Background: an optimization exercise with open tools, aiming at small area. Do not read the settings as production practice. The RTL was checked by simulation tests, not by an equivalence proof against the original design.

Setup of v58:
==> flow/design.v (excerpt) <==
module sqrt_u32 (
    input  wire        clk,
    input  wire        rst_n,
    input  wire        valid_in,
    input  wire [31:0] data_i,
    output wire        valid_out,
    output wire [15:0] data_o
);
For scale: ~68 flip-flops, about 52 I/O pins, roughly 6500 um^2 of cells after synthesis.
==> flow/config.mk <==
export PLATFORM = sky130hd
export DESIGN_NAME = sqrt_u32
export DESIGN_NICKNAME = sqrt_u32
export VERILOG_FILES = /design/flow/design.v
export SDC_FILE = /design/flow/constraint.sdc
export NUM_CORES = 4
export LEC_CHECK = 0
export ABC_AREA = 1
export CAP_MARGIN = 20
export CORE_MARGIN = 2
export CORE_UTILIZATION = 55
export CTS_BUF_LIST = sky130_fd_sc_hd__clkbuf_8
export GPL_TIMING_DRIVEN = 0
export PLACE_DENSITY = 0.75
export SETUP_SLACK_MARGIN = -0.65
export SLEW_MARGIN = 20
==> flow/constraint.sdc <==
create_clock -name core_clock -period 9.0 [get_ports {clk}]
set_input_delay 1.8000 -clock core_clock [delete_from_list [all_inputs] [get_ports {clk}]]
set_output_delay 1.8000 -clock core_clock [all_outputs]
set_load 0.01 [all_outputs]
standard.sh (not shown) runs the stock make flow with config.mk's settings and CLKGATE_MAP_FILE= SYNTH_SCRIPT=/design/flow/synth_recipe.tcl, a recipe that flattens the netlist after the stock synthesis.
==> flow/flow/run.sh <==
#!/bin/bash
# Standard layout (standard.sh) with its own logic mapping:
# - synthesis skips Yosys's full-adder extraction (ADDER_MAP_FILE empty), so ABC maps the
#   carry chains itself;
# - ABC runs flow/area.abc instead of ORFS's script. Everything else in synthesis (registers,
#   flattening, renaming) is the standard synthesis script, patched only at the abc call.
# - input and output ports get the smallest buffer (buf_1).
export BUFFER_PORTS_ARGS="-buffer_cell sky130_fd_sc_hd__buf_1"
# - clock tree without dummy loads.
export CTS_ARGS="-sink_clustering_enable -repair_clock_nets -buf_list sky130_fd_sc_hd__clkbuf_8 -dont_use_dummy_load"
set -euo pipefail
here=$(pwd)
sed 's|^\(\s*\)log_cmd abc {\*}$abc_args|\1log_cmd abc {*}[lreplace $abc_args 1 1 $::env(MY_ABC_SCRIPT)]|' \
  "$FLOW_HOME/scripts/synth.tcl" > "$here/synth_abc.tcl"
grep -q 'MY_ABC_SCRIPT' "$here/synth_abc.tcl"
sed "s|\$::env(SCRIPTS_DIR)/synth.tcl|$here/synth_abc.tcl|" synth_recipe.tcl > "$here/synth_recipe_abc.tcl"
grep -q synth_abc.tcl "$here/synth_recipe_abc.tcl"
sed "s|SYNTH_SCRIPT=[^ ]*|SYNTH_SCRIPT=$here/synth_recipe_abc.tcl|" standard.sh > "$here/standard_abc.sh"
export ADDER_MAP_FILE=
export MY_ABC_SCRIPT="$here/flow/area.abc"
bash "$here/standard_abc.sh" > standard.log 2>&1
==> flow/flow/area.abc <==
strash
dch
map -B 0.9
topo
stime -c
buffer -c
dnsize -c
Setup changes, v58 to v34
# v58
export LEC_CHECK = 0
export ABC_AREA = 1
export CAP_MARGIN = 20
export CORE_MARGIN = 2
export CORE_UTILIZATION = 55
export CTS_BUF_LIST = sky130_fd_sc_hd__clkbuf_8
export GPL_TIMING_DRIVEN = 0
export PLACE_DENSITY = 0.75
export SETUP_SLACK_MARGIN = -0.65
export SLEW_MARGIN = 20
create_clock -name core_clock -period 9.0 [get_ports {clk}]
# v34
export LEC_CHECK = 0
export ABC_AREA = 1
export CAP_MARGIN = 20
export CORE_MARGIN = 2
export CORE_UTILIZATION = 55
export CTS_BUF_LIST = sky130_fd_sc_hd__clkbuf_8
export GPL_TIMING_DRIVEN = 0
export PLACE_DENSITY = 0.65
export SETUP_SLACK_MARGIN = -0.2
export SLEW_MARGIN = 20
create_clock -name core_clock -period 9.0 [get_ports {clk}]
--- a/flow/flow/run.sh
+++ b/flow/flow/run.sh
@@ -10,2 +10,5 @@
 export CTS_ARGS="-sink_clustering_enable -repair_clock_nets -buf_list sky130_fd_sc_hd__clkbuf_8 -dont_use_dummy_load"
+# - no timing repair after global routing (its parasitic estimate is pessimistic); timing is
+#   repaired after clock tree synthesis only.
+export SKIP_INCREMENTAL_REPAIR=1
 set -euo pipefail
## What came out
- The final report for v34 shows a completed flow and a layout that fails verification, specifically setup timing.
- Relative to v58, the final standard cell area without fillers of v34 is lower by 2.5%.
- Diff v58 -> v34: setup slack moved down, maximum single-stage delay on the critical path moved up, wire length of the first global-routing pass moved up, share of the cycle needed by the critical path after routing moved up, synthesis-to-layout area growth moved down.
- Of v34 and v58, the run reporting the lower post-place setup slack was v34.
### v34 -> v40
# v34
export LEC_CHECK = 0
export ABC_AREA = 1
export CAP_MARGIN = 20
export CORE_MARGIN = 2
export CORE_UTILIZATION = 55
export CTS_BUF_LIST = sky130_fd_sc_hd__clkbuf_8
export GPL_TIMING_DRIVEN = 0
export PLACE_DENSITY = 0.65
export SETUP_SLACK_MARGIN = -0.2
export SLEW_MARGIN = 20
create_clock -name core_clock -period 9.0 [get_ports {clk}]
# v40
export LEC_CHECK = 0
export ABC_AREA = 1
export CAP_MARGIN = 20
export CORE_MARGIN = 2
export CORE_UTILIZATION = 55
export CTS_BUF_LIST = sky130_fd_sc_hd__clkbuf_8
export GPL_TIMING_DRIVEN = 0
export PLACE_DENSITY = 0.75
export SETUP_SLACK_MARGIN = -0.5
export SLEW_MARGIN = 20
create_clock -name core_clock -period 9.0 [get_ports {clk}]
--- a/flow/flow/run.sh
+++ b/flow/flow/run.sh
@@ -10,5 +10,2 @@
 export CTS_ARGS="-sink_clustering_enable -repair_clock_nets -buf_list sky130_fd_sc_hd__clkbuf_8 -dont_use_dummy_load"
-# - no timing repair after global routing (its parasitic estimate is pessimistic); timing is
-#   repaired after clock tree synthesis only.
-export SKIP_INCREMENTAL_REPAIR=1
 set -euo pipefail
Notes after the runs:
- v40 | status: complete | timing, DRC, antenna: pass
- Diff v34..v40 | count of mapped cells out of synthesis | unchanged
- On flip-flop and latch count, v34 and v40 are basically level.
- v40 vs. v34: final cell count now larger, number of buffer and inverter stages on the critical path now smaller, post-route minimum period now smaller.
Edits applied to the flow inputs when going from v40 to v23:
# v40
export LEC_CHECK = 0
export ABC_AREA = 1
export CAP_MARGIN = 20
export CORE_MARGIN = 2
export CORE_UTILIZATION = 55
export CTS_BUF_LIST = sky130_fd_sc_hd__clkbuf_8
export GPL_TIMING_DRIVEN = 0
export PLACE_DENSITY = 0.75
export SETUP_SLACK_MARGIN = -0.5
export SLEW_MARGIN = 20
create_clock -name core_clock -period 9.0 [get_ports {clk}]
# v23
export LEC_CHECK = 0
export ABC_AREA = 1
export CAP_MARGIN = 20
export CORE_MARGIN = 2
export CORE_UTILIZATION = 55
export CTS_BUF_LIST = sky130_fd_sc_hd__clkbuf_8
export GPL_TIMING_DRIVEN = 0
export PLACE_DENSITY = 0.65
export SETUP_SLACK_MARGIN = -0.65
export SLEW_MARGIN = 20
create_clock -name core_clock -period 9.0 [get_ports {clk}]
--- outcome ---
Time the final worst path needs with I/O delays and setup: v23 better than v40. Of the two values seen for cell with the biggest individual delay on the critical path, sky130_fd_sc_hd__buf_2 was produced by v40 and sky130_fd_sc_hd__or2_2 by v23. All of v23 and v40 finish clean. v23 and v40 ended up with roughly the same sequential share of layout area. v23 vs. v40: largest net degree at the start of global routing dropped 1; total routed wirelength increased by 0.56% relative to the old numbers; cell area held; data arrival at the endpoint of the critical path saw a decrease.
#### Input delta (v20 over v23)
# v23
export LEC_CHECK = 0
export ABC_AREA = 1
export CAP_MARGIN = 20
export CORE_MARGIN = 2
export CORE_UTILIZATION = 55
export CTS_BUF_LIST = sky130_fd_sc_hd__clkbuf_8
export GPL_TIMING_DRIVEN = 0
export PLACE_DENSITY = 0.65
export SETUP_SLACK_MARGIN = -0.65
export SLEW_MARGIN = 20
create_clock -name core_clock -period 9.0 [get_ports {clk}]
# v20
export LEC_CHECK = 0
export ABC_AREA = 1
export CAP_MARGIN = 20
export CORE_MARGIN = 2
export CORE_UTILIZATION = 55
export CTS_BUF_LIST = sky130_fd_sc_hd__clkbuf_8
export GPL_TIMING_DRIVEN = 0
export PLACE_DENSITY = 0.65
export SETUP_SLACK_MARGIN = -0.5
export SLEW_MARGIN = 20
create_clock -name core_clock -period 9.0 [get_ports {clk}]
--- a/flow/flow/run.sh
+++ b/flow/flow/run.sh
@@ -10,2 +10,5 @@
 export CTS_ARGS="-sink_clustering_enable -repair_clock_nets -buf_list sky130_fd_sc_hd__clkbuf_8 -dont_use_dummy_load"
+# - no timing repair after global routing (its parasitic estimate is pessimistic); timing is
+#   repaired after clock tree synthesis only.
+export SKIP_INCREMENTAL_REPAIR=1
 set -euo pipefail
### Flow results
Although it ran to completion, v20 produced a layout that fails the final checks because of setup timing. The initial antenna violation count on v23 is in line with that on v20. v20 vs v23 — ratio of final minimum period to clock period rose 9.7 points. Compared with v23, in v20 number of global-route vias before repair essentially unchanged, residual DRC count essentially unchanged, number of cells on the worst reg-to-reg path increased 6.4%. v20 vs. v23: sequential cell area share went up by 0.57 points. Comparing critical path depth for v23 and v20, the smaller number came from v23. v23 → v20: measured slew at the worst slew-check pin saw an increase; first-pass GRT wire length saw little to no change; DRC violation total after the first TritonRoute iteration saw an increase.
> inputs changed (v20 -> v56)
--- a/flow/flow/run.sh
+++ b/flow/flow/run.sh
@@ -10,5 +10,2 @@
 export CTS_ARGS="-sink_clustering_enable -repair_clock_nets -buf_list sky130_fd_sc_hd__clkbuf_8 -dont_use_dummy_load"
-# - no timing repair after global routing (its parasitic estimate is pessimistic); timing is
-#   repaired after clock tree synthesis only.
-export SKIP_INCREMENTAL_REPAIR=1
 set -euo pipefail
==> comparison <==
Area of combinational cells with multiple inputs (lower): v20
Delta (v56 minus v20): register-to-register setup slack now larger, core utilization of the finished layout rose 2.4 points.
On highest achievable clock rate: between v56 and v20, it ends up higher for v56.
Comparing v56 and v20, the lower cell count was measured on v20.
Status for v56 and v20: clean finish in v56 only
In v20 the implementation completed, yet the final layout does not meet the checks, the culprit being setup timing.
v56 vs. v20: post-route minimum period decreased 0.92 ns, minimum hold slack essentially unchanged.

==> separate check: timing with driven ports <==
No port has a modelled driver above. Below, the same layouts with a new extraction and two added sets of constraints.
Step 1 sets driving cells, clkbuf_16 on the clock port and buf_2 on the other inputs (assumed; they add their load-dependent delay and slew).
Step 2, shift: input delay + t, output delay - t, t = (earliest + latest rising clock arrival at the registers) / 2. This alone moves slack from input paths to output paths.
a / b / c = ideal ports / drivers / drivers and shift; a / b = the first two.
run	t (ns)	setup WS [ns]	cell pins on the clock port's net
v58	0.373	0.285 / 0.297 / -0.076	1
v34	0.376	-0.170 / -0.165 / -0.541	1
v40	0.372	0.335 / 0.349 / -0.024	1
v23	0.370	0.403 / 0.414 / 0.044	1
v20	0.371	-0.472 / -0.464 / -0.835	1
v56	0.370	0.452 / 0.463 / 0.093	1
With both steps, setup timing fails in v58 and v40, where it was met with ideal ports. For v34, which loses most, drivers alone change the setup slack by +0.005 ns; drivers and shift together by -0.371 ns.
